This design comes from an exercise in tuning for small area on the open sky130 flow, not from production work.
RTL that was checked went through simulation tests only; none was proved equivalent to the original.
No functional check of the RTL was part of runs 1, 2, 6 and 7.

$ cat design.v
module M216A_TopModule(
    input        clk_i,
    input  [4:0] width_i,
    input  [4:0] height_i,
    output [7:0] index_x_o,
    output [7:0] index_y_o,
    output [3:0] strike_o,
    input        rst_i
);
reg       act;       
reg [1:0] ph;        
reg       v2;        
wire samp  = act ? (ph == 2'd0) : (height_i != 5'd0);
wire shift = act & (ph == 2'd0);
wire fin   = act & (ph == 2'd3) & v2;
always @(posedge clk_i or posedge rst_i) begin
    if (rst_i) begin
        act <= 1'b0;
        ph  <= 2'd0;
        v2  <= 1'b0;
    end else begin
        if (samp) act <= 1'b1;
        if (samp | act) ph <= ph + 2'd1;
        if (shift) v2 <= 1'b1;
    end
end
reg [3:0] h1, h2;
reg [4:0] w1, w2;
always @(posedge clk_i) begin
    if (samp) begin
        h1 <= height_i[3:0];
        w1 <= width_i;
    end
    if (shift) begin
        h2 <= h1;
        w2 <= w1;
    end
end
wire [4:0] w = w2;
reg [6:0] occ [0:12];
wire hA = (h2 == 4'd4), hB = (h2 == 4'd5), hC = (h2 == 4'd6), hD = (h2 == 4'd7),
     hE = (h2 == 4'd8), hF = (h2 == 4'd9), hG = (h2 == 4'd10), hH = (h2 == 4'd11),
     hI = (h2 == 4'd12);
wire hJ = ~(hA | hB | hC | hD | hE | hF | hG | hH | hI);
wire [6:0] u1 = ({7{hA}} & occ[9]) | ({7{hB}} & occ[7]) | ({7{hC}} & occ[5]) |
                ({7{hD}} & occ[3]) | ({7{hE}} & occ[0]) | ({7{hF}} & occ[2]) |
                ({7{hG}} & occ[4]) | ({7{hH}} & occ[6]) | ({7{hI}} & occ[8]) |
                ({7{hJ}} & occ[12]);
wire [6:0] u2 = ({7{hA}} & occ[7]) | ({7{hB}} & occ[5]) | ({7{hC}} & occ[3]) |
                ({7{hD}} & occ[0]) | ({7{hE}} & occ[1]) | ({7{hF}} & occ[4]) |
                ({7{hG}} & occ[6]) | ({7{hH}} & occ[8]) | {7{hI}} |
                ({7{hJ}} & occ[11]);
wire [6:0] u3 = ({7{hD}} & occ[1]) | ({7{hE}} & occ[2]) | ({7{hJ}} & occ[10]) |
                {7{~(hD | hE | hJ)}};
reg l2, l3, strike;
always @(posedge clk_i) begin
    l2 <= u2 < u1;
    l3 <= u3 < (u2 < u1 ? u2 : u1);
end
wire [6:0] u12  = l2 ? u2 : u1;
wire [6:0] umin = l3 ? u3 : u12;
wire       j1   = ~l2 & ~l3;
wire       j2   = l2 & ~l3;
wire       j3   = l3;
wire [12:0] bs;
assign bs[0]  = (hD & j2) | (hE & j1);
assign bs[1]  = (hD & j3) | (hE & j2);
assign bs[2]  = (hE & j3) | (hF & j1);
assign bs[3]  = (hC & j2) | (hD & j1);
assign bs[4]  = (hF & j2) | (hG & j1);
assign bs[5]  = (hB & j2) | (hC & j1);
assign bs[6]  = (hG & j2) | (hH & j1);
assign bs[7]  = (hA & j2) | (hB & j1);
assign bs[8]  = (hH & j2) | hI;
assign bs[9]  = hA & j1;
assign bs[10] = hJ & j3;
assign bs[11] = hJ & j2;
assign bs[12] = hJ & j1;
wire       z      = (umin == 7'd0);
wire [7:0] sum    = (umin | {7{z}}) + w;
always @(posedge clk_i)
    strike <= sum[7] & ~z;
wire [6:0] unew   = sum[6:0];
wire       clr  = ~act;
wire [6:0] wdat = clr ? 7'd0 : unew;
integer i;
always @(posedge clk_i) begin
    for (i = 0; i <= 12; i = i + 1)
        if (clr | (fin & ~strike & bs[i]))
            occ[i] <= wdat;
end
wire [3:0] yc = {bs[8] | bs[9] | bs[10] | bs[11] | bs[12],
                 bs[4] | bs[5] | bs[6] | bs[7] | bs[11] | bs[12],
                 bs[2] | bs[3] | bs[6] | bs[7] | bs[10] | bs[12],
                 bs[1] | bs[3] | bs[5] | bs[7] | bs[9]};
reg [6:0] xo;
reg [3:0] yo;
reg       so;
reg [3:0] cnt;
always @(posedge clk_i or posedge rst_i) begin
    if (rst_i) begin
        xo  <= 7'd0;
        yo  <= 4'd0;
        so  <= 1'b0;
        cnt <= 4'd0;
    end else if (fin) begin
        xo  <= strike ? 7'd0 : umin;
        yo  <= strike ? 4'd0 : yc;
        so  <= strike;
        cnt <= cnt + {3'd0, strike};
    end
end
wire [7:0] xdec = {1'b0, xo} + {7'd0, xo != 7'd0};
assign index_x_o = {so | xdec[7], xdec[6:0]};
assign index_y_o = {so, yo, yo == 4'd9, yo == 4'd5 || yo == 4'd7, yo == 4'd3 || yo == 4'd7};
assign strike_o  = cnt;
endmodule
$ cat run.sh
#!/bin/bash
# synth_recipe.tcl (not shown) runs the flow's synth.tcl, then flattens the netlist and writes it again
# the make line also repeats each setting of config.mk as NAME=value (left out here)
make -C /OpenROAD-flow-scripts/flow DESIGN_CONFIG=/design/flow/config.mk WORK_HOME=/design/flow/orfs CLKGATE_MAP_FILE= SYNTH_SCRIPT=/design/flow/synth_recipe.tcl finish
$ cat config.mk
export PLATFORM = sky130hd
export DESIGN_NAME = M216A_TopModule
export DESIGN_NICKNAME = M216A_TopModule
export VERILOG_FILES = /design/flow/design.v
export SDC_FILE = /design/flow/constraint.sdc
export NUM_CORES = 4
export LEC_CHECK = 0
export ABC_AREA = 1
export CAP_MARGIN = 20
export CORE_MARGIN = 2
export CORE_UTILIZATION = 40
export CTS_BUF_LIST = sky130_fd_sc_hd__clkbuf_4
export CTS_CLUSTER_SIZE = 20
export GPL_TIMING_DRIVEN = 0
export SLEW_MARGIN = 20
$ cat constraint.sdc
create_clock -name core_clock -period 6.0 [get_ports {clk_i}]
set_input_delay 1.2000 -clock core_clock [delete_from_list [all_inputs] [get_ports {clk_i}]]
set_output_delay 1.2000 -clock core_clock [all_outputs]
set_load 0.01 [all_outputs]
==> results of run 1 <==
[cells by family (layout without fill, tap and decap cells)]
kind of cell / count (synthesis) / count (layout) / share of synthesized area [%]
and+or+nand+nor: 361 / 361 / 23.45
AOI/OAI and AO/OA: 84 / 84 / 7.358
adders and majority gates: 26 / 26 / 4.893
other: 0 / 2 / 0
buffers and inverters: 108 / 172 / 6.530
xor gates and xnor gates: 10 / 10 / 1.398
DFF: 132 / 132 / 56.37
[cells in the mapped netlist, drive strengths merged, types with 10 or more instances]
master  count  area (um2)
dfrtp      20       500.5
nand4      12       81.33
buf        10       73.81
a21oi      18       93.84
edfxtp    109        3273
o21ai      27       135.1
ha         25       312.8
inv        92       347.8
o22ai      22       137.6
nand2     210       838.3
nor2       73       304.0
nand3      50       282.8
[critical path, cell delays in order, from the launching register on]
cell      delay, ns
edfxtp_1       0.53
inv_1          0.13
nand2_1        0.07
nor2_1         0.48
buf_2          0.39
nand2_1        0.09
o211ai_1       0.10
nor2_1         0.09
nand3_1        0.08
nand3_1        0.23
nand2_1        0.20
nor2_4         0.05
nand2_4        0.09
nand2_1        0.07
ha_1           0.34
a21oi_1        0.16
inv_1          0.05
a31oi_1        0.28
nor2_1         0.09
a221o_1        0.32
nand2_1        0.10
nand2_1        0.05
nor2_1         0.69
[metal layers]
metal	up-vias	share of wire, %	track usage [%]
li1	2534	-	-
met1	2535	44	29.16
met2	252	46	32.94
met3	48	7.7	5.556
met4	0	2.9	8.655
met5	-	0	0
[sequential cells by signal (all words and copies together), names as in the netlist]
| name | count |
|---|---|
| v2 | 1 |
| yo | 4 |
| cnt | 4 |
| ph | 2 |
| l2 | 1 |
| so | 1 |
| act | 1 |
| l3 | 1 |
| xo | 7 |
| w2 | 5 |
| occ | 91 |
| h2 | 4 |
| h1 | 4 |
| w1 | 5 |
| strike | 1 |
[how the worst max path moves through the flow]
stage	start	slack (ns)	depth (start not counted)	endpoint
finish	h2[3]$_DFFE_PP_	0.99	22	occ[3][5]$_DFFE_PP_
global route	h2[3]$_DFFE_PP_	0.51	22	occ[9][5]$_DFFE_PP_
CTS	h2[3]$_DFFE_PP_	1.09	22	occ[9][5]$_DFFE_PP_
detailed placement	h2[3]$_DFFE_PP_	1.11	22	occ[5][5]$_DFFE_PP_
global placement	h2[3]$_DFFE_PP_	1.18	22	occ[3][5]$_DFFE_PP_
floorplan	h2[1]$_DFFE_PP_	2.42	22	occ[0][5]$_DFFE_PP_
[cell type report]
| cell class | instances | area [um2] |
|---|---|---|
| Sequential cell | 132 | 3834 |
| Multi-Input combinational cell | 481 | 2549 |
| Antenna cell | 2 | 5.005 |
| Clock inverter | 9 | 88.84 |
| Timing Repair Buffer | 33 | 325.3 |
| Fill cell | 1589 | 8897 |
| Tap cell | 220 | 275.3 |
| Buffer | 14 | 88.84 |
| Clock buffer | 22 | 165.2 |
| Inverter | 94 | 355.3 |
==> impl_metrics.tcl, run 1 <==
set metrics [dict create \
    dpl.cell_count 974 \
    whs_endpoint "h2[1]$_DFFE_PP_" \
    crit_type "reg -> reg" \
    overflow 0 \
    min_from "h1[1]$_DFFE_PP_" \
    die_w_um 134.4 \
    max_freq_ghz 0.1994 \
    firstDrtPassIters 5 \
    required_ns 6.25 \
    place_area_mm2 0.007412 \
    synth.distinct_cells 45 \
    drv_cap 0 \
    max_slew_margin_pct 33.10 \
    drive_gt1_share_pct 9.682 \
    mostFrequentLayoutCell "nand2_1" \
    syn_inst 721 \
    min_period_over_period_pct 83.58 \
    synthArstFlopShare_pct 15.15 \
    startpoint_type "flip-flop" \
    synth-edff-count 109 \
    setup_viol 0 \
    report.final.slew_viol_count 0 \
    clock_latency_ns 0.58 \
    final_cell_area_mm2 0.007686 \
    grt_max_degree 21 \
    synth.avg_cell_area_um2 9.433 \
    period_needed_ns 5.015 \
    whs_ns 0.4288 \
    dpl_worst_slack_ns 1.114 \
    endpoint_kind "flip-flop" \
    cts-root-buf "clkbuf_4" \
    hp-class "reg -> reg" \
    vias 5369 \
    synth_ff_type "edfxtp_1" \
    cts_resized 0 \
    layout_common_cells "200 x nand2_1, 109 x edfxtp_1, 87 x inv_1" \
    avgViaCountPerCell 5.332 \
    synth-seq-area-share_pct 56.36 \
    cp.arrival_ns 5.26 \
    cts_setup_buffers 0 \
    htreeDepth 4 \
    cts_sinks 132 \
    syn_area_mm2 0.006802 \
    num_io_pins 32 \
    finClkSkew_ns 0.02377 \
    fin_ws_ns 0.9851 \
    setup_tns_ns 0 \
    final_nets 811 \
    rows 47 \
    worstPathMaxFanout 13 \
    die_h_um 134.4 \
    area_growth_pct 13.01 \
    grt_pass1_vias 4949 \
    hold_viol_final 0 \
    ff2ff_setup_slack_ns 0.99 \
    layout.cells.non_filler 1007 \
    cts_buffers 17 \
    antenna_found_initial 1 \
    track_usage_pct 21.46 \
    rr_worst_depth 22 \
    cts_hold_buffers 0 \
    fin_util_pct 46.35 \
    clk_pin_slew_ns 0.10 \
    place_congestion 0.9223 \
    wl_per_cell_um 18.21 \
    grt_first_pass_wirelength_um 28340 \
    start_util_pct 41.01 \
    yosysWarnings 2 \
    cts_tree "yes" \
    ant_nets 0 \
    holdPathStages 0 \
    drc 0 \
    ys_ff_latch 132 \
    reg2reg_to "occ[3][5]$_DFFE_PP_" \
    drt_iter0_markers 545 \
    worst_pin_slew_ns 0.9998 \
    synth.net_count 759 \
    rr_startpoint "h2[3]$_DFFE_PP_" \
    wl_um 18340 \
    hpwlAfterDp_um 13370 \
    port_buffers 31 \
    coreArea_mm2 0.01658 \
    outcome "no timing/DRC/antenna violations" \
    clock_path_buffers 2 \
    die-area_mm2 0.01806 \
    rsz0062_at_grt "no" \
]
==> run 2, diff against run 1 <==
--- a/config.mk
+++ b/config.mk
@@ -11,5 +11,2 @@
 export CORE_UTILIZATION = 40
-export CTS_BUF_LIST = sky130_fd_sc_hd__clkbuf_4
-export CTS_CLUSTER_SIZE = 20
-export GPL_TIMING_DRIVEN = 0
 export SLEW_MARGIN = 20
==> run 2 against run 1 <==
Net effect: still clean; hold slack lost 0.015 ns; first-iteration DRC count grew 4.2%; core utilization grew 2.0 points; critical endpoint is now occ[0][5]$_DFFE_PP_.
==> impl_metrics.tcl, run 2 <==
set metrics [dict create \
    die-area_mm2 0.01806 \
    hpwlAfterDp_um 13660 \
    firstDrtPassIters 7 \
    cts_sinks 132 \
    period_needed_ns 4.934 \
    hold_viol_final 0 \
    die_h_um 134.4 \
    coreArea_mm2 0.01658 \
    place_congestion 0.9177 \
    synth.most_common_cell "nand2_1" \
    drt_iter0_markers 568 \
    synth-xor-area-share_pct 1.398 \
    dpl_worst_slack_ns 1.088 \
    hp-class "reg -> reg" \
    ys_top_cells_by_count "200 x nand2_1, 109 x edfxtp_1, 87 x inv_1, 65 x nor2_1, 45 x nand3_1" \
    synth_top_family_by_area "simple AND/OR/NAND/NOR gates" \
    final_cell_area_mm2 0.008010 \
    overflow 0 \
    final_nets 804 \
    yosys.area_share.adder_pct 4.893 \
    ant_nets 0 \
    antenna_found_initial 0 \
    report.final.slew_viol_count 0 \
    top_register "occ" \
    fillers 1561 \
    worst_pin_slew_ns 1.016 \
    clock_path_buffers 2 \
    clock_latency_ns 0.42 \
    synthMuxAreaShare_pct 0 \
    setup_tns_ns 0 \
    reg_top3 "occ x91, xo x7" \
    cts_hold_buffers 0 \
    synth_top_area_share_pct 48.12 \
    cts-root-buf "clkbuf_16" \
    synth_compound_area_share_pct 7.358 \
    max_freq_ghz 0.2027 \
    cts_buffers 17 \
    setup_viol 0 \
    clk_pin_slew_ns 0.06 \
    num_io_pins 32 \
    layout_common_cells "200 x nand2_1, 109 x edfxtp_1, 87 x inv_1" \
    synth_ff_type "edfxtp_1" \
    antenna_cells 0 \
    avgViaCountPerCell 5.371 \
    syn_inst 721 \
    area_growth_pct 17.77 \
    cts_setup_buffers 0 \
    largest_reg_flops 91 \
    vias 5360 \
    drive_gt1_share_pct 9.254 \
    path_cells "inv_1 -> nor2_2 -> nand2_2 -> inv_2 -> nand2_1 -> nand2_1 -> inv_1 -> nand4_1 -> nand3_1 -> nand2_1 -> nor2_4 -> nand2_4 -> nand2_1 -> ha_1 -> a21oi_1 -> inv_1 -> a31oi_1 -> nor2_1 -> a221o_1 -> nand2_1 -> nand2_1 -> nor2_1" \
    rsz0062_at_grt "no" \
    critPathMostFrequentCell "nand2_1" \
    max_stage_delay_ns 0.66 \
    start_util_pct 41.01 \
    fin_util_pct 48.30 \
    synthSimpleGateAreaFrac_pct 23.45 \
    startpoint_type "flip-flop" \
    slowest_stage "nor2_1" \
    cts_tree "yes" \
    required_ns 6.10 \
    rows 47 \
    port_buffers 31 \
    fin_ws_ns 1.066 \
    mostFrequentLayoutCell "nand2_1" \
    grt_max_degree 24 \
    grt_pass1_vias 5071 \
    synth.avg_cell_area_um2 9.433 \
    place_area_mm2 0.007371 \
    synth.distinct_cells 45 \
    ff2ff_setup_slack_ns 1.07 \
    grt_first_pass_wirelength_um 29210 \
    synth-edff-count 109 \
    cp.arrival_ns 5.04 \
    ys_ff_latch 132 \
    wl_per_cell_um 19.07 \
    synthArstFlopShare_pct 15.15 \
    yosys.area.top_type "edfxtp_1" \
    crit_type "reg -> reg" \
    endpoint_kind "flip-flop" \
    synth_area_leaders "edfxtp_1 48%, nand2_1 11%, dfrtp_1 7.4%" \
    wl_um 19030 \
    htreeDepth 4 \
    die_w_um 134.4 \
    track_usage_pct 22.08 \
    worstPathMaxFanout 14 \
    min_period_over_period_pct 82.24 \
    drc 0 \
    synth-seq-area-share_pct 56.36 \
    yosysWarnings 2 \
    drv_cap 0 \
    outcome "no timing/DRC/antenna violations" \
    cts_resized 0 \
    synth.net_count 759 \
    syn_area_mm2 0.006802 \
    finClkSkew_ns 0.006549 \
    max_slew_margin_pct 32.03 \
]
## run 2: cell types whose count changed in the layout (fill, tap and decap cells not counted), sizes merged
cell / before / now
clkinv: 9 / 7
clkbuf: 26 / 18
buf: 12 / 9
bufinv: 2 / 5
diode: 2 / 0
inv: 92 / 94
clkinvlp: 0 / 1
## run 2: metrics by stage
stage | hold WS [ns] | cells
floorplan | 0.4003 | 721
global placement | 0.4041 | 967
detailed placement | 0.4061 | 967
CTS | 0.4183 | 998
global route | 0.4321 | 998
finish | 0.4141 | 998
## run 2: layout make-up
| cell class | count | area, um2 | area share, % |
|---|---|---|---|
| clock buffers | 18 | 429.2 | 5.358 |
| clock inverters | 13 | 206.4 | 2.577 |
| inverters | 94 | 355.3 | 4.436 |
| multi-input cells | 481 | 2532 | 31.62 |
| flip-flops and latches | 132 | 3834 | 47.86 |
| well taps | 220 | 275.3 | 3.436 |
| repair buffers | 40 | 377.9 | 4.717 |
## run 2: cells by family after synthesis
group                      count (synthesis)
AOI/OAI and AO/OA                         84
and+or+nand+nor                          361
xor gates and xnor gates                  10
DFF                                      132
buffers and inverters                    108
adders and majority gates                 26
## run 2: critical path, delay by kind of cell, from the launching register on
kind | cells | cell delay [ns]
buffers and inverters | 4 | 0.54
flip-flops | 1 | 0.50
AND/OR/NAND/NOR | 14 | 2.52
adder cells (fa/ha/maj) | 1 | 0.33
AO/OA/AOI/OAI | 3 | 0.70
## run 2: path summary, 6_finish.rpt
check	startpoint	cells past startpoint	endpoint
hold reg to reg	w1[3]$_DFFE_PP_	0	w2[3]$_DFFE_PP_
max in group asynchronous	rst_i	2	yo[1]$_DFFE_PP0P_
setup reg to reg	h2[3]$_DFFE_PP_	22	occ[0][5]$_DFFE_PP_
hold / removal	w1[3]$_DFFE_PP_	0	w2[3]$_DFFE_PP_
setup / recovery	h2[3]$_DFFE_PP_	22	occ[0][5]$_DFFE_PP_
min in group asynchronous	rst_i	2	ph[1]$_DFFE_PP0P_
## run 2: metal layers
| layer | wire (um) | GRT usage [%] | up-vias |
|---|---|---|---|
| met5 | 0 | 0 | - |
| li1 | - | - | 2531 |
| met1 | 8649 | 31.70 | 2535 |
| met2 | 8309 | 32.62 | 260 |
| met4 | 466 | 7.602 | 0 |
| met3 | 1603 | 5.593 | 34 |
==> run 3, diff against run 2 <==
==> design.v (replaced) <==
module M216A_TopModule(
    input        clk_i,
    input  [4:0] width_i,
    input  [4:0] height_i,
    output [7:0] index_x_o,
    output [7:0] index_y_o,
    output [3:0] strike_o,
    input        rst_i
);
reg       act;       
reg [1:0] ph;        
reg       v2;        
wire samp  = act ? (ph == 2'd0) : (height_i != 5'd0);
wire shift = act & (ph == 2'd0);
wire fin   = act & (ph == 2'd3) & v2;
always @(posedge clk_i or posedge rst_i) begin
    if (rst_i) begin
        act <= 1'b0;
        ph  <= 2'd0;
        v2  <= 1'b0;
    end else begin
        if (samp) act <= 1'b1;
        if (samp | act) ph <= ph + 2'd1;
        if (shift) v2 <= 1'b1;
    end
end
reg [3:0] h1, h2;
reg [4:0] w1, w2;
always @(posedge clk_i) begin
    if (samp) begin
        h1 <= height_i[3:0];
        w1 <= width_i;
    end
    if (shift) begin
        h2 <= h1;
        w2 <= w1;
    end
end
wire [4:0] w = w2;
reg [6:0] occ [0:12];
reg [3:0] c1, c2, c3;
always @(*) begin
    case (h2)
        4'd4:  begin c1 = 4'd9;  c2 = 4'd7;  c3 = 4'd13; end
        4'd5:  begin c1 = 4'd7;  c2 = 4'd5;  c3 = 4'd13; end
        4'd6:  begin c1 = 4'd5;  c2 = 4'd3;  c3 = 4'd13; end
        4'd7:  begin c1 = 4'd3;  c2 = 4'd0;  c3 = 4'd1;  end
        4'd8:  begin c1 = 4'd0;  c2 = 4'd1;  c3 = 4'd2;  end
        4'd9:  begin c1 = 4'd2;  c2 = 4'd4;  c3 = 4'd13; end
        4'd10: begin c1 = 4'd4;  c2 = 4'd6;  c3 = 4'd13; end
        4'd11: begin c1 = 4'd6;  c2 = 4'd8;  c3 = 4'd13; end
        4'd12: begin c1 = 4'd8;  c2 = 4'd13; c3 = 4'd13; end
        default: begin c1 = 4'd12; c2 = 4'd11; c3 = 4'd10; end
    endcase
end
function [6:0] rd(input [3:0] s);
    rd = (s <= 4'd12) ? occ[s] : 7'd127;
endfunction
wire [6:0] u1 = rd(c1);
wire [6:0] u2 = rd(c2);
wire [6:0] u3 = rd(c3);
reg [6:0] umin;
reg [3:0] b;
always @(*) begin
    umin = u1; b = c1;
    if (u2 < umin) begin umin = u2; b = c2; end
    if (u3 < umin) begin umin = u3; b = c3; end
end
wire       z      = (umin == 7'd0);
wire [7:0] sum    = (umin | {7{z}}) + w;
wire       strike = sum[7] & ~z;
wire [6:0] unew   = sum[6:0];
wire       clr  = ~act;
wire [6:0] wdat = clr ? 7'd0 : unew;
integer i;
always @(posedge clk_i) begin
    for (i = 0; i <= 12; i = i + 1)
        if (clr | (fin & ~strike & (b == i)))
            occ[i] <= wdat;
end
reg [3:0] yc;
always @(*) begin
    case (b)
        4'd0:  yc = 4'd0;
        4'd1:  yc = 4'd1;
        4'd2:  yc = 4'd2;
        4'd3:  yc = 4'd3;
        4'd4:  yc = 4'd4;
        4'd5:  yc = 4'd5;
        4'd6:  yc = 4'd6;
        4'd7:  yc = 4'd7;
        4'd8:  yc = 4'd8;
        4'd9:  yc = 4'd9;
        4'd10: yc = 4'd10;
        4'd11: yc = 4'd12;
        default: yc = 4'd14;
    endcase
end
reg [6:0] xo;
reg [3:0] yo;
reg       so;
reg [3:0] cnt;
always @(posedge clk_i or posedge rst_i) begin
    if (rst_i) begin
        xo  <= 7'd0;
        yo  <= 4'd0;
        so  <= 1'b0;
        cnt <= 4'd0;
    end else if (fin) begin
        xo  <= strike ? 7'd0 : umin;
        yo  <= strike ? 4'd0 : yc;
        so  <= strike;
        cnt <= cnt + {3'd0, strike};
    end
end
wire [7:0] xdec = {1'b0, xo} + {7'd0, xo != 7'd0};
assign index_x_o = {so | xdec[7], xdec[6:0]};
assign index_y_o = {so, yo, yo == 4'd9, yo == 4'd5 || yo == 4'd7, yo == 4'd3 || yo == 4'd7};
assign strike_o  = cnt;
endmodule
==> run 3 against run 2 <==
Net effect: critical path depth up 18; final cell count grew 38%; area after synthesis rose by 18%; final area grew 38%; hold slack better by 0.0041 ns; core utilization up 8.0 points; global-route usage grew 2.9 points.
==> impl_metrics.tcl, run 3 <==
set metrics [dict create \
    ff2ff_setup_slack_ns 0.16 \
    track_usage_pct 24.97 \
    synth-edff-count 109 \
    startpoint_type "flip-flop" \
    syn_inst 928 \
    period_needed_ns 5.841 \
    cts_tree "yes" \
    synth_area_leaders "edfxtp_1 41%, nand2_1 8.9%, o22ai_1 7.9%" \
    min_from "w1[1]$_DFFE_PP_" \
    worst_pin_slew_ns 1.015 \
    hold_viol_final 0 \
    cp.arrival_ns 5.98 \
    cts-root-buf "clkbuf_16" \
    overflow 0 \
    rr_startpoint "c2[3]$_DFF_P_" \
    hp-class "reg -> reg" \
    drive_gt1_share_pct 30.15 \
    drt_iter0_markers 678 \
    drc 0 \
    max_stage_delay_ns 0.41 \
    whs_ns 0.4182 \
    area_growth_pct 37.74 \
    clock_path_buffers 2 \
    coreArea_mm2 0.01959 \
    grt_max_degree 28 \
    drv_cap 0 \
    max_slew_margin_pct 32.37 \
    reg_top3 "occ x91, xo x7" \
    holdPathStages 0 \
    critPathBufInv 9 \
    wl_per_cell_um 19.56 \
    clk_pin_slew_ns 0.06 \
    die_w_um 145.5 \
    finClkSkew_ns 0.01005 \
    syn_area_mm2 0.008013 \
    clock_latency_ns 0.43 \
    mostFrequentLayoutCell "inv_1" \
    dpl_worst_slack_ns -0.3384 \
    yosysWarnings 2 \
    wl_um 26910 \
    port_buffers 31 \
    synth_top_area_share_pct 40.85 \
    min_period_over_period_pct 97.36 \
    synth.avg_cell_area_um2 8.634 \
    hpwlAfterDp_um 19830 \
    slowest_stage "a2111oi_4" \
    cp_top_family "simple AND/OR/NAND/NOR gates" \
    yosys.area.top_type "edfxtp_1" \
    setup_tns_ns 0 \
    antenna_cells 0 \
    die-area_mm2 0.02118 \
    num_io_pins 32 \
    cts_buffers 17 \
    rr_worst_depth 40 \
    synthArstFlopShare_pct 14.18 \
    ys_ff_latch 141 \
    endpoint_kind "flip-flop" \
    place_congestion 1.017 \
    cts_sinks 141 \
    fin_util_pct 56.34 \
    top_register "occ" \
    start_util_pct 40.90 \
    firstDrtPassIters 5 \
    largest_reg_flops 91 \
    synth.net_count 969 \
    grt_first_pass_wirelength_um 40350 \
    ant_nets 0 \
    avgViaCountPerCell 5.426 \
    ys_top_cells_by_count "189 x nand2_1, 149 x inv_1, 109 x edfxtp_1, 101 x o22ai_1, 85 x nor2_1" \
    layout_common_cells "139 x inv_1, 135 x nand2_1, 109 x edfxtp_1" \
    report.final.slew_viol_count 0 \
    fin_ws_ns 0.1587 \
    outcome "no timing/DRC/antenna violations" \
    die_h_um 145.5 \
    vias 7466 \
    htreeDepth 4 \
    cts_hold_buffers 0 \
    final_nets 1139 \
    setup_viol 0 \
    critPathMostFrequentCell "nand2_2" \
    synth-seq-area-share_pct 50.09 \
    synth.distinct_cells 42 \
    required_ns 6.14 \
    synth.most_common_cell "nand2_1" \
    synth_ff_type "edfxtp_1" \
    antenna_found_initial 0 \
    worstPathMaxFanout 8 \
    whs_endpoint "w2[1]$_DFFE_PP_" \
    grt_pass1_vias 6955 \
    crit_type "reg -> reg" \
    rows 51 \
    max_freq_ghz 0.1712 \
    reg2reg_to "occ[1][5]$_DFFE_PP_" \
]
==> run 3: cell types whose count changed after synthesis, sizes merged, moves of 9 or more <==
| cell | delta |
|---|---|
| nand2 | -11 |
| o22ai | +79 |
| dfxtp | +9 |
| inv | +63 |
| nand4 | -9 |
| a211oi | +15 |
| nor4 | +11 |
| nand3 | +24 |
| nor2 | +23 |
==> run 3: kinds of logic (layout without fill, tap and decap cells) <==
| kind of cell | after synthesis | count (layout) | share of synthesized area, % |
|---|---|---|---|
| compound gates | 185 | 185 | 14.40 |
| xor+xnor | 7 | 7 | 0.7652 |
| fa+ha+maj | 29 | 29 | 4.622 |
| buf+inv | 167 | 348 | 8.167 |
| flops | 141 | 141 | 50.09 |
| simple gates | 399 | 401 | 21.95 |
==> run 3: cell type report <==
type / count / area (um2)
fillers: 1731 / 8553
flip-flops and latches: 141 / 4031
multi-input cells: 622 / 3958
repair buffers: 160 / 1554
inverters: 156 / 585.6
clock buffers: 18 / 429.2
well taps: 265 / 331.6
clock inverters: 14 / 147.6
==> run 3: routing by layer <==
metal / share of wire, % / up-vias / wire length [um] / GRT usage (%)
li1: - / 3582 / - / -
met1: 45 / 3550 / 12070 / 36.24
met2: 44 / 285 / 11960 / 37.23
met3: 8.5 / 49 / 2278 / 5.643
met4: 2.2 / 0 / 604 / 7.794
met5: 0 / - / 0 / 0
==> run 3: what timing repair did <==
item,4_1_cts,5_1_grt
setup buffers,2,24
resized for setup,8,167
endpoints found under the setup margin,141,185
cloned,0,3
pin swaps,2,53
==> run 3: how the worst max path moves through the flow <==
stage                  start                   to  slack [ns]  cells past startpoint
2_1_floorplan  c1[3]$_DFF_P_   cnt[1]$_DFFE_PP0P_        0.03                     42
3_3_place_gp   c2[3]$_DFF_P_   cnt[1]$_DFFE_PP0P_       -0.24                     38
3_5_place_dp   c2[3]$_DFF_P_   cnt[1]$_DFFE_PP0P_       -0.34                     38
4_1_cts        c2[1]$_DFF_P_   cnt[1]$_DFFE_PP0P_       0.003                     39
5_1_grt        c1[1]$_DFF_P_  occ[1][2]$_DFFE_PP_        -0.1                     41
6_report       c2[3]$_DFF_P_  occ[1][5]$_DFFE_PP_        0.16                     40
==> run 3: through the flow <==
step                      cells  instance area (um2)
after floorplan             928                 8023
after global placement     1315                 9562
after detailed placement   1315                 9562
after CTS                  1349                10180
after global routing       1376                11040
final                      1376                11040
==> run 4, diff against run 3 <==
==> design.v (replaced) <==
module M216A_TopModule(
    input        clk_i,
    input  [4:0] width_i,
    input  [4:0] height_i,
    output [7:0] index_x_o,
    output [7:0] index_y_o,
    output [3:0] strike_o,
    input        rst_i
);
reg       act;       
reg [1:0] ph;        
reg       v2;        
wire samp  = act ? (ph == 2'd0) : (height_i != 5'd0);
wire shift = act & (ph == 2'd0);
wire fin   = act & (ph == 2'd3) & v2;
always @(posedge clk_i or posedge rst_i) begin
    if (rst_i) begin
        act <= 1'b0;
        ph  <= 2'd0;
        v2  <= 1'b0;
    end else begin
        if (samp) act <= 1'b1;
        if (samp | act) ph <= ph + 2'd1;
        if (shift) v2 <= 1'b1;
    end
end
reg [3:0] h1;
reg [4:0] w1, w2;
always @(posedge clk_i) begin
    if (samp) begin
        h1 <= height_i[3:0];
        w1 <= width_i;
    end
    if (shift)
        w2 <= w1;
end
reg [6:0] occ [0:12];
reg [6:0] ru;
reg [3:0] rid;
reg       rf;
wire [12:0] rs;      
genvar g;
generate
    for (g = 0; g <= 12; g = g + 1) begin : dec
        assign rs[g] = (rid == g);
    end
endgenerate
wire hA = (h1 == 4'd4), hB = (h1 == 4'd5), hC = (h1 == 4'd6), hD = (h1 == 4'd7),
     hE = (h1 == 4'd8), hF = (h1 == 4'd9), hG = (h1 == 4'd10), hH = (h1 == 4'd11),
     hI = (h1 == 4'd12);
wire hJ = ~(hA | hB | hC | hD | hE | hF | hG | hH | hI);
wire [12:0] s1 = {hJ, 1'b0, 1'b0, hA, hI, hB, hH, hC, hG, hD, hF, 1'b0, hE};
wire [12:0] s2 = {1'b0, rs[12], 1'b0, 1'b0, rs[6], rs[9], rs[4], rs[7], rs[2],
                  rs[5], 1'b0, rs[0], rs[3]};
wire [12:0] s3 = {1'b0, 1'b0, (rs[12] & ~rf) | (rs[11] & rf), 7'd0,
                  (rs[0] & ~rf) | (rs[1] & rf), (rs[3] & ~rf) | (rs[0] & rf), 1'b0};
wire rd1 = (ph == 2'd0);
wire rd2 = (ph == 2'd1);
wire rd3 = (ph == 2'd2);
wire [12:0] sel = rd1 ? s1 : rd2 ? s2 : rd3 ? s3 : 13'd0;
reg [6:0] cu;
reg [3:0] cid;
integer i;
always @(*) begin
    cu  = 7'd0;
    cid = 4'd0;
    for (i = 0; i <= 12; i = i + 1) begin
        cu  = cu  | ({7{sel[i]}} & occ[i]);
        cid = cid | ({4{sel[i]}} & i[3:0]);
    end
end
wire take = rd1 | ((sel != 13'd0) & (cu < ru));
always @(posedge clk_i) begin
    if (take) begin
        ru  <= cu;
        rid <= cid;
        rf  <= rd2;
    end
end
wire       z      = (ru == 7'd0);
wire [7:0] sum    = (ru | {7{z}}) + w2;
wire       strike = sum[7] & ~z;
wire       clr  = ~act;
wire [6:0] wdat = clr ? 7'd0 : sum[6:0];
always @(posedge clk_i) begin
    for (i = 0; i <= 12; i = i + 1)
        if (clr | (fin & ~strike & rs[i]))
            occ[i] <= wdat;
end
wire [3:0] yc = (rid == 4'd11) ? 4'd12 : (rid == 4'd12) ? 4'd14 : rid;
reg [6:0] xo;
reg [3:0] yo;
reg       so;
reg [3:0] cnt;
always @(posedge clk_i or posedge rst_i) begin
    if (rst_i) begin
        xo  <= 7'd0;
        yo  <= 4'd0;
        so  <= 1'b0;
        cnt <= 4'd0;
    end else if (fin) begin
        xo  <= strike ? 7'd0 : ru;
        yo  <= strike ? 4'd0 : yc;
        so  <= strike;
        cnt <= cnt + {3'd0, strike};
    end
end
wire [7:0] xdec = {1'b0, xo} + {7'd0, xo != 7'd0};
assign index_x_o = {so | xdec[7], xdec[6:0]};
assign index_y_o = {so, yo, yo == 4'd9, yo == 4'd5 || yo == 4'd7, yo == 4'd3 || yo == 4'd7};
assign strike_o  = cnt;
endmodule
--- a/config.mk
+++ b/config.mk
@@ -10,3 +10,7 @@
 export CORE_MARGIN = 2
-export CORE_UTILIZATION = 40
+export CORE_UTILIZATION = 60
+export CTS_BUF_LIST = sky130_fd_sc_hd__clkbuf_8
+export CTS_CLUSTER_DIAMETER = 200
+export CTS_CLUSTER_SIZE = 50
+export GPL_TIMING_DRIVEN = 0
 export SLEW_MARGIN = 20
==> run 4 against run 3 <==
Net effect: still clean; sequential share of layout area increased by 21 points; final cell count decreased by 46%; setup slack improved by 1.8 ns; maximum frequency increased by 44%; critical path depth decreased by 24; largest cell class unchanged; highest routed layer unchanged.
==> impl_metrics.tcl, run 4 <==
set metrics [dict create \
    rows 36 \
    synth-seq-area-share_pct 65.28 \
    ys_top_cells_by_count "117 x edfxtp_1, 116 x nand2_1, 63 x inv_1, 39 x nor2_1, 36 x nand3_1" \
    crit_type "reg -> reg" \
    min_period_over_period_pct 67.43 \
    cts_buffers 17 \
    syn_area_mm2 0.006148 \
    synth-edff-count 117 \
    synth.avg_cell_area_um2 11.30 \
    rr_worst_depth 16 \
    mostFrequentLayoutCell "edfxtp_1" \
    max_freq_ghz 0.2472 \
    synth.most_common_cell "edfxtp_1" \
    yosysWarnings 2 \
    reg_top3 "occ x91, ru x7, xo x7" \
    avgViaCountPerCell 5.657 \
    fin_ws_ns 1.954 \
    endpoint_kind "flip-flop" \
    clk_pin_slew_ns 0.08 \
    grt_max_degree 21 \
    dpl_worst_slack_ns 2.027 \
    rsz0062_at_grt "no" \
    start_util_pct 62.33 \
    synth_top_area_share_pct 57.14 \
    worstPathMaxFanout 12 \
    largest_reg_flops 91 \
    hold_viol_final 0 \
    setup_viol 0 \
    overflow 0 \
    ys_ff_latch 137 \
    grt_first_pass_wirelength_um 21080 \
    whs_ns 0.4230 \
    place_area_mm2 0.006634 \
    drive_gt1_share_pct 11.02 \
    finClkSkew_ns 0.01264 \
    startpoint_type "flip-flop" \
    report.final.slew_viol_count 0 \
    final_nets 628 \
    wl_per_cell_um 18.33 \
    fillers 708 \
    outcome "no timing/DRC/antenna violations" \
    hp-class "reg -> reg" \
    die_h_um 105.2 \
    period_needed_ns 4.046 \
    hpwlAfterDp_um 9671 \
    synth_ff_type "edfxtp_1" \
    antenna_found_initial 0 \
    drt_iter0_markers 409 \
    port_buffers 31 \
    synth.net_count 577 \
    num_io_pins 32 \
    max_slew_margin_pct 31.08 \
    grt_pass1_vias 3908 \
    yosys.area.top_type "edfxtp_1" \
    layout_common_cells "117 x edfxtp_1, 116 x nand2_1, 65 x inv_1" \
    cp.arrival_ns 4.12 \
    clock_latency_ns 0.44 \
    drc 0 \
    wl_um 13590 \
    cts_tree "yes" \
    holdPathStages 0 \
    required_ns 6.08 \
    die-area_mm2 0.01107 \
    drv_cap 0 \
    synth.distinct_cells 41 \
    coreArea_mm2 0.009864 \
    antenna_cells 0 \
    htreeDepth 4 \
    clock_path_buffers 2 \
    setup_tns_ns 0 \
    worst_pin_slew_ns 1.034 \
    synthArstFlopShare_pct 14.60 \
    cts_resized 0 \
    cts-root-buf "clkbuf_8" \
    vias 4192 \
    die_w_um 105.2 \
    place_congestion 0.8688 \
    firstDrtPassIters 6 \
    cts_setup_buffers 0 \
    cts_hold_buffers 0 \
    syn_inst 544 \
    cts_sinks 137 \
    track_usage_pct 25.93 \
    final_cell_area_mm2 0.007033 \
    synth_area_leaders "edfxtp_1 57%, dfrtp_1 8.1%, nand2_1 7.1%" \
    area_growth_pct 14.39 \
    ant_nets 0 \
    top_register "occ" \
]
-- run 4: layout make-up --
class | instances | area [um2] | share of cell area [%]
flip-flops and latches | 137 | 4014 | 57.07
multi-input cells | 329 | 1844 | 26.22
repair buffers | 32 | 317.8 | 4.519
inverters | 71 | 266.5 | 3.789
clock buffers | 17 | 234.0 | 3.327
well taps | 133 | 166.4 | 2.366
clock inverters | 15 | 151.4 | 2.153
plain buffers | 7 | 38.79 | 0.5515
-- run 4: metal layers --
layer  vias to the layer above  GRT usage (%)  wire [um]
met2                       169          39.63       6332
met1                      1999          36.74       5908
li1                       1996              -          -
met3                        28          5.071       1044
met5                         -              0          0
met4                         0          10.86        300
-- run 4: kinds of logic after synthesis --
logic type / count (synthesis) / share of synthesized area, %
and+or+nand+nor: 225 / 16.16
DFF: 137 / 65.28
buffers and inverters: 78 / 4.965
AOI/OAI and AO/OA: 75 / 8.059
adders and majority gates: 21 / 4.396
xor gates and xnor gates: 8 / 1.140
-- run 4: worst paths after layout --
check                      slack [ns]                end               from
min in group asynchronous        1.21  yo[1]$_DFFE_PP0P_              rst_i
hold reg to reg                  0.42    w2[2]$_DFFE_PP_    w1[2]$_DFFE_PP_
max in group asynchronous        4.29  yo[3]$_DFFE_PP0P_              rst_i
setup / recovery                 1.95    ru[4]$_DFFE_PP_  ph[0]$_DFFE_PP0P_
hold / removal                   0.42    w2[2]$_DFFE_PP_    w1[2]$_DFFE_PP_
setup reg to reg                 1.95    ru[4]$_DFFE_PP_  ph[0]$_DFFE_PP0P_
-- run 4: stage by stage --
| step | cells | util [%] |
|---|---|---|
| after CTS | 740 | 71.16 |
| after detailed placement | 708 | 67.25 |
| final | 741 | 71.30 |
| after global routing | 741 | 71.30 |
| after global placement | 708 | 67.16 |
| after floorplan | 544 | - |
-- run 4: worst max-delay path, cell delays in order, from the launching register on --
cell and delay, ns:
dfrtp_1 0.42, inv_1 0.09, ha_1 0.24, buf_4 0.18, nand3_1 0.11, nand2_1 0.23, a22o_1 0.29, a211oi_1 0.48
nand3_1 0.25, ha_1 0.34, nand2_1 0.08, nor2_1 0.05, a211oi_1 0.24, o21ai_1 0.11, inv_1 0.06, nand2_1 0.08
nand2_1 0.44
==> run 5, diff against run 4 <==
--- a/config.mk
+++ b/config.mk
@@ -12,4 +12,3 @@
 export CTS_BUF_LIST = sky130_fd_sc_hd__clkbuf_8
-export CTS_CLUSTER_DIAMETER = 200
-export CTS_CLUSTER_SIZE = 50
+export CTS_CLUSTER_SIZE = 30
 export GPL_TIMING_DRIVEN = 0
==> run 5 against run 4 <==
Net effect: synthesized cell count is the same; critical path depth unchanged; highest routed layer unchanged; still clean on timing, DRC and antenna; via count did not move; clock skew did not move; core utilization is the same; critical path type unchanged; non-clock buffer count unchanged; global-route usage unchanged; largest cell class unchanged; first-iteration DRC count stayed put.
==> impl_metrics.tcl, run 5 <==
set metrics [dict create \
    outcome "no timing/DRC/antenna violations" \
    period_needed_ns 4.046 \
    worstPathMaxFanout 12 \
    synth_area_leaders "edfxtp_1 57%, dfrtp_1 8.1%, nand2_1 7.1%" \
    synthArstFlopShare_pct 14.60 \
    synth_compound_area_share_pct 8.059 \
    htreeDepth 4 \
    crit_start "ph[0]$_DFFE_PP0P_" \
    endpoint_kind "flip-flop" \
    antenna_found_initial 0 \
    drt_iter0_markers 409 \
    synth_top_area_share_pct 57.14 \
    syn_area_mm2 0.006148 \
    required_ns 6.08 \
    synth_ff_type "edfxtp_1" \
    mostFrequentLayoutCell "edfxtp_1" \
    ys_top_cells_by_count "117 x edfxtp_1, 116 x nand2_1, 63 x inv_1, 39 x nor2_1, 36 x nand3_1" \
    syn_inst 544 \
    cts_tree "yes" \
    die_w_um 105.2 \
    cts-root-buf "clkbuf_8" \
    largest_reg_flops 91 \
    cts_sinks 137 \
    ys_ff_latch 137 \
    setup_viol 0 \
    synth.most_common_cell "edfxtp_1" \
    synth-xor-area-share_pct 1.140 \
    final_nets 628 \
    fin_ws_ns 1.954 \
    rsz0062_at_grt "no" \
    port_buffers 31 \
    cts_setup_buffers 0 \
    synth_top_family_by_area "simple AND/OR/NAND/NOR gates" \
    hp-class "reg -> reg" \
    worst_pin_slew_ns 1.034 \
    die_h_um 105.2 \
    report.final.slew_viol_count 0 \
    synth.avg_cell_area_um2 11.30 \
    drive_gt1_share_pct 11.02 \
    cts_resized 0 \
    clock_path_buffers 2 \
    max_freq_ghz 0.2472 \
    cp.arrival_ns 4.12 \
    finClkSkew_ns 0.01264 \
    synthSimpleGateAreaFrac_pct 16.16 \
    max_slew_margin_pct 31.08 \
    top_register "occ" \
    clk_pin_slew_ns 0.08 \
    dpl_worst_slack_ns 2.027 \
    vias 4192 \
    place_congestion 0.8688 \
    grt_first_pass_wirelength_um 21080 \
    cts_buffers 17 \
    firstDrtPassIters 6 \
    setup_tns_ns 0 \
    hold_viol_final 0 \
    cts_hold_buffers 0 \
    yosys.area.top_type "edfxtp_1" \
    antenna_cells 0 \
    drc 0 \
    avgViaCountPerCell 5.657 \
    num_io_pins 32 \
    coreArea_mm2 0.009864 \
    die-area_mm2 0.01107 \
    rows 36 \
    clock_latency_ns 0.44 \
    synth-edff-count 117 \
    synth-seq-area-share_pct 65.28 \
    layout_common_cells "117 x edfxtp_1, 116 x nand2_1, 65 x inv_1" \
    reg_top3 "occ x91, ru x7, xo x7" \
    whs_ns 0.4230 \
    overflow 0 \
    yosysWarnings 2 \
    min_period_over_period_pct 67.43 \
    synth.net_count 577 \
    min_from "w1[2]$_DFFE_PP_" \
    crit_type "reg -> reg" \
    grt_max_degree 21 \
    start_util_pct 62.33 \
    wl_um 13590 \
    wl_per_cell_um 18.33 \
    drv_cap 0 \
    area_growth_pct 14.39 \
    ant_nets 0 \
    track_usage_pct 25.93 \
    synth.distinct_cells 41 \
    yosys.area_share.adder_pct 4.396 \
    rr_startpoint "ph[0]$_DFFE_PP0P_" \
    synthMuxAreaShare_pct 0 \
    fillers 708 \
    startpoint_type "flip-flop" \
    grt_pass1_vias 3908 \
    hpwlAfterDp_um 9671 \
]
run 5: cell counts in the layout (fill, tap and decap cells not counted):
No cell type changed its count.
run 5: logic make-up (layout without fill, tap and decap cells):
family	Yosys count	after routing
buffers and inverters	78	142
adder cells (fa/ha/maj)	21	21
AND/OR/NAND/NOR	225	225
AO/OA/AOI/OAI	75	75
flip-flops	137	137
XOR/XNOR	8	8
run 5: worst paths after layout:
path | endpoint | slack, ns | cells past startpoint
max | ru[4]$_DFFE_PP_ | 1.95 | 16
min | w2[2]$_DFFE_PP_ | 0.42 | 0
max reg2reg | ru[4]$_DFFE_PP_ | 1.95 | 16
min reg2reg | w2[2]$_DFFE_PP_ | 0.42 | 0
max in group asynchronous | yo[3]$_DFFE_PP0P_ | 4.29 | 2
min in group asynchronous | yo[1]$_DFFE_PP0P_ | 1.21 | 2
run 5: stage by stage:
step                util [%]  area, um2  cells
floorplan                  -       6148    544
global placement       67.16       6625    708
detailed placement     67.25       6634    708
CTS                    71.16       7019    740
global route           71.30       7033    741
finish                 71.30       7033    741
run 5: worst max-delay path, cell delays in order (launching register included):
cell and delay [ns]:
dfrtp_1 0.42, inv_1 0.09, ha_1 0.24, buf_4 0.18, nand3_1 0.11, nand2_1 0.23
a22o_1 0.29, a211oi_1 0.48, nand3_1 0.25, ha_1 0.34, nand2_1 0.08, nor2_1 0.05
a211oi_1 0.24, o21ai_1 0.11, inv_1 0.06, nand2_1 0.08, nand2_1 0.44
run 5: layout make-up:
| class | count | area, um2 | share of cell area (%) |
|---|---|---|---|
| plain buffers | 7 | 38.79 | 0.5515 |
| clock buffers | 17 | 234.0 | 3.327 |
| clock inverters | 15 | 151.4 | 2.153 |
| inverters | 71 | 266.5 | 3.789 |
| multi-input cells | 329 | 1844 | 26.22 |
| flip-flops and latches | 137 | 4014 | 57.07 |
| well taps | 133 | 166.4 | 2.366 |
| repair buffers | 32 | 317.8 | 4.519 |
run 5: layer usage:
layer / track usage [%] / routed length (um) / part of all wire [%]
met5: 0 / 0 / 0
met4: 10.86 / 300 / 2.2
met3: 5.071 / 1044 / 7.7
met2: 39.63 / 6332 / 47
met1: 36.74 / 5908 / 43
==> run 6, diff against run 5 <==
--- a/design.v
+++ b/design.v
@@ -9,18 +9,14 @@
 );
-reg       act;       
-reg [1:0] ph;        
-reg       v2;        
-wire samp  = act ? (ph == 2'd0) : (height_i != 5'd0);
-wire shift = act & (ph == 2'd0);
-wire fin   = act & (ph == 2'd3) & v2;
+reg [2:0] c;
+wire idle  = (c == 3'd0);
+wire samp  = idle ? (height_i != 5'd0) : (c == 3'd4);
+wire shift = (c == 3'd4);
+wire fin   = (c == 3'd7);
 always @(posedge clk_i or posedge rst_i) begin
-    if (rst_i) begin
-        act <= 1'b0;
-        ph  <= 2'd0;
-        v2  <= 1'b0;
-    end else begin
-        if (samp) act <= 1'b1;
-        if (samp | act) ph <= ph + 2'd1;
-        if (shift) v2 <= 1'b1;
-    end
+    if (rst_i)
+        c <= 3'd0;
+    else if (fin)
+        c <= 3'd4;
+    else if (!idle || samp)
+        c <= c + 3'd1;
 end
@@ -56,5 +52,5 @@
                   (rs[0] & ~rf) | (rs[1] & rf), (rs[3] & ~rf) | (rs[0] & rf), 1'b0};
-wire rd1 = (ph == 2'd0);
-wire rd2 = (ph == 2'd1);
-wire rd3 = (ph == 2'd2);
+wire rd1 = (c == 3'd4);
+wire rd2 = (c == 3'd5);
+wire rd3 = (c == 3'd6);
 wire [12:0] sel = rd1 ? s1 : rd2 ? s2 : rd3 ? s3 : 13'd0;
@@ -82,3 +78,3 @@
 wire       strike = sum[7] & ~z;
-wire       clr  = ~act;
+wire       clr  = idle;
 wire [6:0] wdat = clr ? 7'd0 : sum[6:0];
==> flow/run.sh (new file) <==
#!/bin/bash
# Layout flow: the standard synthesis, then its combinational logic is
# mapped again for area with ABC (every register instance is kept as it is,
# same name and cell), then the standard layout steps from floorplan on.
# Each tool's output goes to a log of its own in the work folder.
set -euo pipefail
W=$(pwd)
R=$W/orfs/results/$FLOW_PLATFORM/M216A_TopModule/base
LIB=$FLOW_HOME/platforms/$FLOW_PLATFORM/lib/sky130_fd_sc_hd__tt_025C_1v80.lib
YOSYS=$(dirname "$FLOW_HOME")/tools/install/yosys/bin/yosys

bash standard.sh synth > "$W/flow_synth.log" 2>&1
cp "$R/1_2_yosys.v" "$W/std_synth.v"

# register cell types in the standard netlist
FFS=$(grep -o 'sky130_fd_sc_hd__[a-z]*df[a-z0-9_]*\|sky130_fd_sc_hd__dl[a-z0-9_]*' "$W/std_synth.v" | sort -u | tr '\n' ' ')
DONT=$(sed -n '/DONT_USE_CELLS += /,/^$/p' "$FLOW_HOME/platforms/$FLOW_PLATFORM/config.mk" \
       | grep -o 'sky130_fd_sc_hd__[a-z0-9_]*' | sed 's/^/-dont_use /' | tr '\n' ' ')

# 1: combinational cells as logic, register cells kept as instances; map again
cat > "$W/remap1.ys" <<EOT
read_liberty -ignore_miss_func $LIB
read_verilog $W/std_synth.v
hierarchy -top $FLOW_TOP
setattr -mod -set keep_hierarchy 1 $FFS
flatten
opt -purge $FLOW_TOP
abc -liberty $LIB $DONT -script $W/flow/remap.abc $FLOW_TOP
cd $FLOW_TOP
select -set ports i:* o:* %u
rename -hide w:* @ports %d
opt_clean -purge
cd
select $FLOW_TOP
write_verilog -noattr -nohex -nodec -selected $W/remap1.v
EOT
"$YOSYS" -s "$W/remap1.ys" > "$W/flow_remap1.log" 2>&1

# 2: clean up as ORFS's synthesis does, with the cells as black boxes
cat > "$W/remap2.ys" <<EOT
read_liberty -lib $LIB
read_verilog $W/remap1.v
hierarchy -check -top $FLOW_TOP
splitnets
opt_clean -purge
hilomap -singleton -hicell sky130_fd_sc_hd__conb_1 HI -locell sky130_fd_sc_hd__conb_1 LO
insbuf -buf sky130_fd_sc_hd__buf_4 A X
check -assert -mapped
stat -liberty $LIB
write_verilog -noattr -nohex -nodec $W/remap.v
EOT
"$YOSYS" -s "$W/remap2.ys" > "$W/flow_remap2.log" 2>&1
cp "$W/remap.v" "$R/1_2_yosys.v"

bash standard.sh finish > "$W/flow_layout.log" 2>&1
==> flow/remap.abc (new file) <==
strash
dc2
irw
dch -f
amap
topo
stime -c
==> standard.sh (new file) <==
#!/bin/bash
# synth_recipe.tcl (not shown) runs the flow's synth.tcl, then flattens the netlist and writes it again
# the make line also repeats each setting of config.mk as NAME=value (left out here)
make -C /OpenROAD-flow-scripts/flow DESIGN_CONFIG=/design/flow/config.mk WORK_HOME=/design/flow/orfs CLKGATE_MAP_FILE= SYNTH_SCRIPT=/design/flow/synth_recipe.tcl "${@:-finish}"
removed: run.sh
==> run 6 against run 5 <==
Net effect: register-to-register slack worse by 0.70 ns; sequential share of layout area up 4.7 points; maximum frequency down 15%; critical endpoint is now occ[8][3]$_DFFE_PP_; largest cell class unchanged.
==> impl_metrics.tcl, run 6 <==
set metrics [dict create \
    outcome "no timing/DRC/antenna violations" \
    max_freq_ghz 0.2109 \
    hpwlAfterDp_um 8962 \
    cts_buffers 17 \
    cp.arrival_ns 4.96 \
    hold_viol_final 0 \
    grt_max_degree 20 \
    die_w_um 99.61 \
    ff2ff_setup_slack_ns 1.26 \
    slowest_stage "nor4_1" \
    multi_input_area_mm2 0.001356 \
    clk_pin_slew_ns 0.08 \
    die_h_um 99.61 \
    reg_top3 "occ x91, ru x7, xo x7" \
    hp-class "reg -> reg" \
    path_cells "clkinv_1 -> nand4_1 -> nor4_1 -> or2_0 -> nand2_1 -> clkinv_1 -> nand2_1 -> o21ai_0 -> and2_0 -> nor2_1 -> o22ai_1 -> and2_0 -> nor2_1 -> nor2_1 -> clkinv_1 -> o21ai_2 -> buf_6 -> o21ai_1 -> buf_4" \
    rsz0062_at_grt "no" \
    dpl_worst_slack_ns 1.472 \
    track_usage_pct 27.61 \
    report.final.slew_viol_count 0 \
    layout.cells.non_filler 598 \
    clock_latency_ns 0.45 \
    cp_top_family "simple AND/OR/NAND/NOR gates" \
    drive_gt1_share_pct 11.02 \
    drt_iter0_markers 478 \
    cts_setup_buffers 0 \
    top_register "occ" \
    antenna_cells 0 \
    setup_tns_ns 0 \
    ant_nets 0 \
    syn_inst 415 \
    final_cell_area_mm2 0.006456 \
    synth.avg_cell_area_um2 13.21 \
    grt_first_pass_wirelength_um 19740 \
    antenna_found_initial 0 \
    required_ns 6.22 \
    wl_um 12920 \
    drv_cap 0 \
    firstDrtPassIters 7 \
    cts_resized 0 \
    cts-root-buf "clkbuf_8" \
    layout_common_cells "117 x edfxtp_1, 54 x clkinv_1, 41 x nor2_1" \
    whs_ns 0.4227 \
    worst_pin_slew_ns 1.202 \
    max_slew_margin_pct 19.88 \
    grt_pass1_vias 3734 \
    dpl.cell_count 566 \
    htreeDepth 4 \
    area_growth_pct 17.73 \
    start_util_pct 62.28 \
    wl_per_cell_um 21.61 \
    coreArea_mm2 0.008806 \
    syn_area_mm2 0.005484 \
    worstPathMaxFanout 13 \
    overflow 0 \
    synth.net_count 427 \
    cts_hold_buffers 0 \
    seq_area_mm2 0.003989 \
    largest_reg_flops 91 \
    cts_sinks 136 \
    period_needed_ns 4.741 \
    setup_viol 0 \
    fin_util_pct 73.32 \
    finClkSkew_ns 0.008645 \
    place_congestion 0.9119 \
    vias 3885 \
    endpoint_kind "flip-flop" \
    rows 34 \
    fin_ws_ns 1.259 \
    critPathBufInv 5 \
    crit_type "reg -> reg" \
    drc 0 \
    final_nets 489 \
    place_area_mm2 0.006073 \
    min_period_over_period_pct 79.02 \
    port_buffers 31 \
    clock_path_buffers 2 \
    max_stage_delay_ns 0.67 \
    die-area_mm2 0.009921 \
    yosysWarnings 2 \
    startpoint_type "flip-flop" \
    avgViaCountPerCell 6.497 \
    num_io_pins 32 \
    mostFrequentLayoutCell "edfxtp_1" \
    fillers 625 \
    cts_tree "yes" \
]
-- run 6: final timing paths --
path / start / endpoint / depth (start not counted)
worst max-delay path: ru[5]$_DFFE_PP_ / occ[8][3]$_DFFE_PP_ / 19
worst min-delay path: w1[1]$_DFFE_PP_ / w2[1]$_DFFE_PP_ / 0
worst max register to register: ru[5]$_DFFE_PP_ / occ[8][3]$_DFFE_PP_ / 19
worst min register to register: w1[1]$_DFFE_PP_ / w2[1]$_DFFE_PP_ / 0
max in group asynchronous: rst_i / cnt[0]$_DFFE_PP0P_ / 2
min in group asynchronous: rst_i / c[2]$_DFFE_PP0P_ / 2
-- run 6: area by class of cell --
type                       count  share of cell area, %
sequential                   136                  61.78
inverter                      53                  3.081
tap                          108                  2.093
timing repair buffer          43                  6.260
multi-input combinational    226                  21.01
clock inverter                15                  2.151
clock buffer                  17                  3.624
-- run 6: routing by layer --
metal / track usage (%) / part of all wire, %
met3: 8.644 / 11
met4: 11.59 / 3.6
met1: 38.01 / 39
met2: 41.37 / 46
met5: 0 / 0
==> run 7, diff against run 6 <==
--- a/flow/run.sh
+++ b/flow/run.sh
@@ -54,2 +54,6 @@
 
-bash standard.sh finish > "$W/flow_layout.log" 2>&1
+# Clock tree as the standard flow builds it, without the dummy loads it adds
+# to balance the tree.
+CTS_ARGS="-sink_clustering_enable -repair_clock_nets -sink_clustering_size 30"
+CTS_ARGS="$CTS_ARGS -buf_list ${CTS_BUF:-sky130_fd_sc_hd__clkbuf_8} -dont_use_dummy_load"
+bash standard.sh CTS_ARGS="$CTS_ARGS" finish > "$W/flow_layout.log" 2>&1
==> run 7 against run 6 <==
Net effect: still clean; final cell count down 2.5%; clock-buffer cell count stayed put; setup slack worse by 0.0088 ns; wire length decreased by 0.75%; hold slack got worse by 0.0031 ns; die area unchanged; core utilization is 1.6 points lower; critical endpoint unchanged; highest routed layer unchanged.
==> impl_metrics.tcl, run 7 <==
set metrics [dict create \
    overflow 0 \
    port_buffers 31 \
    required_ns 6.20 \
    drt_iter0_markers 550 \
    use_met1_pct 38.01 \
    cp.arrival_ns 4.95 \
    cts_setup_buffers 0 \
    rsz0062_at_grt "no" \
    max_stage_delay_ns 0.68 \
    finClkSkew_ns 0.02918 \
    grt.busiest_layer "met2" \
    outcome "no timing/DRC/antenna violations" \
    hpwlAfterDp_um 8962 \
    fillers 643 \
    drv_cap 0 \
    drive_gt1_share_pct 8.421 \
    wl_per_cell_um 22.00 \
    fin_ws_ns 1.250 \
    max_freq_ghz 0.2105 \
    syn_inst 415 \
    clock_latency_ns 0.45 \
    avgViaCountPerCell 6.576 \
    ant_nets 0 \
    top_register "occ" \
    grt_pass1_vias 3696 \
    die_w_um 99.61 \
    firstDrtPassIters 5 \
    track_usage_pct 27.41 \
    final_cell_area_mm2 0.006317 \
    cp_top_family "simple AND/OR/NAND/NOR gates" \
    clk_pin_slew_ns 0.06 \
    slowest_stage "nor4_1" \
    yosysWarnings 2 \
    min_period_over_period_pct 79.16 \
    path_cells "clkinv_1 -> nand4_1 -> nor4_1 -> or2_0 -> nand2_1 -> clkinv_1 -> nand2_1 -> o21ai_0 -> and2_0 -> nor2_1 -> o22ai_1 -> and2_0 -> nor2_1 -> nor2_1 -> clkinv_1 -> o21ai_2 -> buf_6 -> o21ai_1 -> buf_4" \
    antenna_cells 0 \
    wl_um 12830 \
    cts_sinks 136 \
    reg_top3 "occ x91, ru x7, xo x7" \
    cts-root-buf "clkbuf_8" \
    layout_common_cells "117 x edfxtp_1, 53 x clkinv_1, 41 x nor2_1" \
    setup_viol 0 \
    use_met2_pct 41.11 \
    crit_type "reg -> reg" \
    die-area_mm2 0.009921 \
    cts_hold_buffers 0 \
    drc 0 \
    place_area_mm2 0.006073 \
    cts_resized 0 \
    report.final.slew_viol_count 0 \
    met3_usage_pct 8.433 \
    startpoint_type "flip-flop" \
    num_io_pins 32 \
    cts_buffers 17 \
    mostFrequentLayoutCell "edfxtp_1" \
    htreeDepth 4 \
    synth.avg_cell_area_um2 13.21 \
    vias 3834 \
    syn_area_mm2 0.005484 \
    area_growth_pct 15.20 \
    die_h_um 99.61 \
    cts_tree "yes" \
    worstPathMaxFanout 13 \
    place_congestion 0.9119 \
    largest_reg_flops 91 \
    grt_first_pass_wirelength_um 19600 \
    antenna_found_initial 0 \
    grt_max_degree 20 \
    rows 34 \
    start_util_pct 62.28 \
    clock_path_buffers 2 \
    coreArea_mm2 0.008806 \
    endpoint_kind "flip-flop" \
    dpl_worst_slack_ns 1.472 \
    critPathBufInv 5 \
    synth.net_count 427 \
    final_nets 489 \
    setup_tns_ns 0 \
    period_needed_ns 4.750 \
    max_slew_margin_pct 19.11 \
    worst_pin_slew_ns 1.213 \
    hp-class "reg -> reg" \
    hold_viol_final 0 \
]
[run 7: worst register-to-register path, stage by stage, from the launching register on]
cell and delay [ns]:
edfxtp_1 0.41, clkinv_1 0.12, nand4_1 0.10, nor4_1 0.68
or2_0 0.29, nand2_1 0.15, clkinv_1 0.09, nand2_1 0.05
o21ai_0 0.10, and2_0 0.23, nor2_1 0.10, o22ai_1 0.19
and2_0 0.21, nor2_1 0.08, nor2_1 0.25, clkinv_1 0.18
o21ai_2 0.49, buf_6 0.24, o21ai_1 0.27, buf_4 0.27
[run 7: final timing paths]
path,from,to,slack (ns),cells past startpoint
setup / recovery,ru[5]$_DFFE_PP_,occ[8][3]$_DFFE_PP_,1.25,19
max in group asynchronous,rst_i,xo[5]$_DFFE_PP0P_,4.55,2
hold reg to reg,w1[1]$_DFFE_PP_,w2[1]$_DFFE_PP_,0.42,0
hold / removal,w1[1]$_DFFE_PP_,w2[1]$_DFFE_PP_,0.42,0
min in group asynchronous,rst_i,c[0]$_DFFE_PP0P_,1.09,2
setup reg to reg,ru[5]$_DFFE_PP_,occ[8][3]$_DFFE_PP_,1.25,19
[run 7: metal layers]
metal	vias to the layer above	wire, um
met1	1826	5187
met3	41	1390
li1	1735	-
met4	0	349
met2	232	5899
met5	-	0
[run 7: final cells by class]
| cell class | count | area, um2 | area share (%) |
|---|---|---|---|
| Sequential cell | 136 | 3989 | 63.14 |
| Multi-Input combinational cell | 226 | 1356 | 21.47 |
| Timing Repair Buffer | 43 | 404.1 | 6.397 |
| Clock buffer | 17 | 234.0 | 3.704 |
| Inverter | 53 | 198.9 | 3.149 |
| Tap cell | 108 | 135.1 | 2.139 |
[run 7: through the flow]
| stage | utilization, % | std cells | hold WS [ns] |
|---|---|---|---|
| detailed placement | 68.97 | 566 | 0.4054 |
| global placement | 67.33 | 554 | 0.4037 |
| floorplan | - | 415 | 0.4003 |
| finish | 71.74 | 583 | 0.4197 |
| global route | 71.74 | 583 | 0.4305 |
| CTS | 71.63 | 583 | 0.4211 |

-- separate check: timing with driven ports --
Ports are ideal in the flow. The routed layouts listed here were re-timed in OpenROAD.
Step 1 (the two cells are an assumption about what drives the block):
set clk [get_ports {clk_i}]
set_driving_cell -lib_cell sky130_fd_sc_hd__clkbuf_16 $clk
set_driving_cell -lib_cell sky130_fd_sc_hd__buf_2 [delete_from_list [all_inputs] $clk]
Step 2, shift: input delay + t, output delay - t, t = (earliest + latest rising clock arrival at the registers) / 2. This alone moves slack from input paths to output paths.
Slacks: ideal / step 1 / step 2; pairs: ideal / step 1.
run	t, ns	slack for setup (ns)	pins driven straight from the clock port
run 1	0.603	0.985 / 0.985 / 0.985	1
run 2	0.456	1.066 / 1.066 / 1.066	1
run 3	0.469	0.159 / 0.159 / 0.159	1
run 4	0.459	1.954 / 1.954 / 1.954	1
run 5	0.459	1.954 / 1.954 / 1.954	1
run 6	0.485	1.259 / 1.259 / 1.259	1
run 7	0.471	1.250 / 1.250 / 1.250	1
After both steps setup and hold are still met in every run listed.
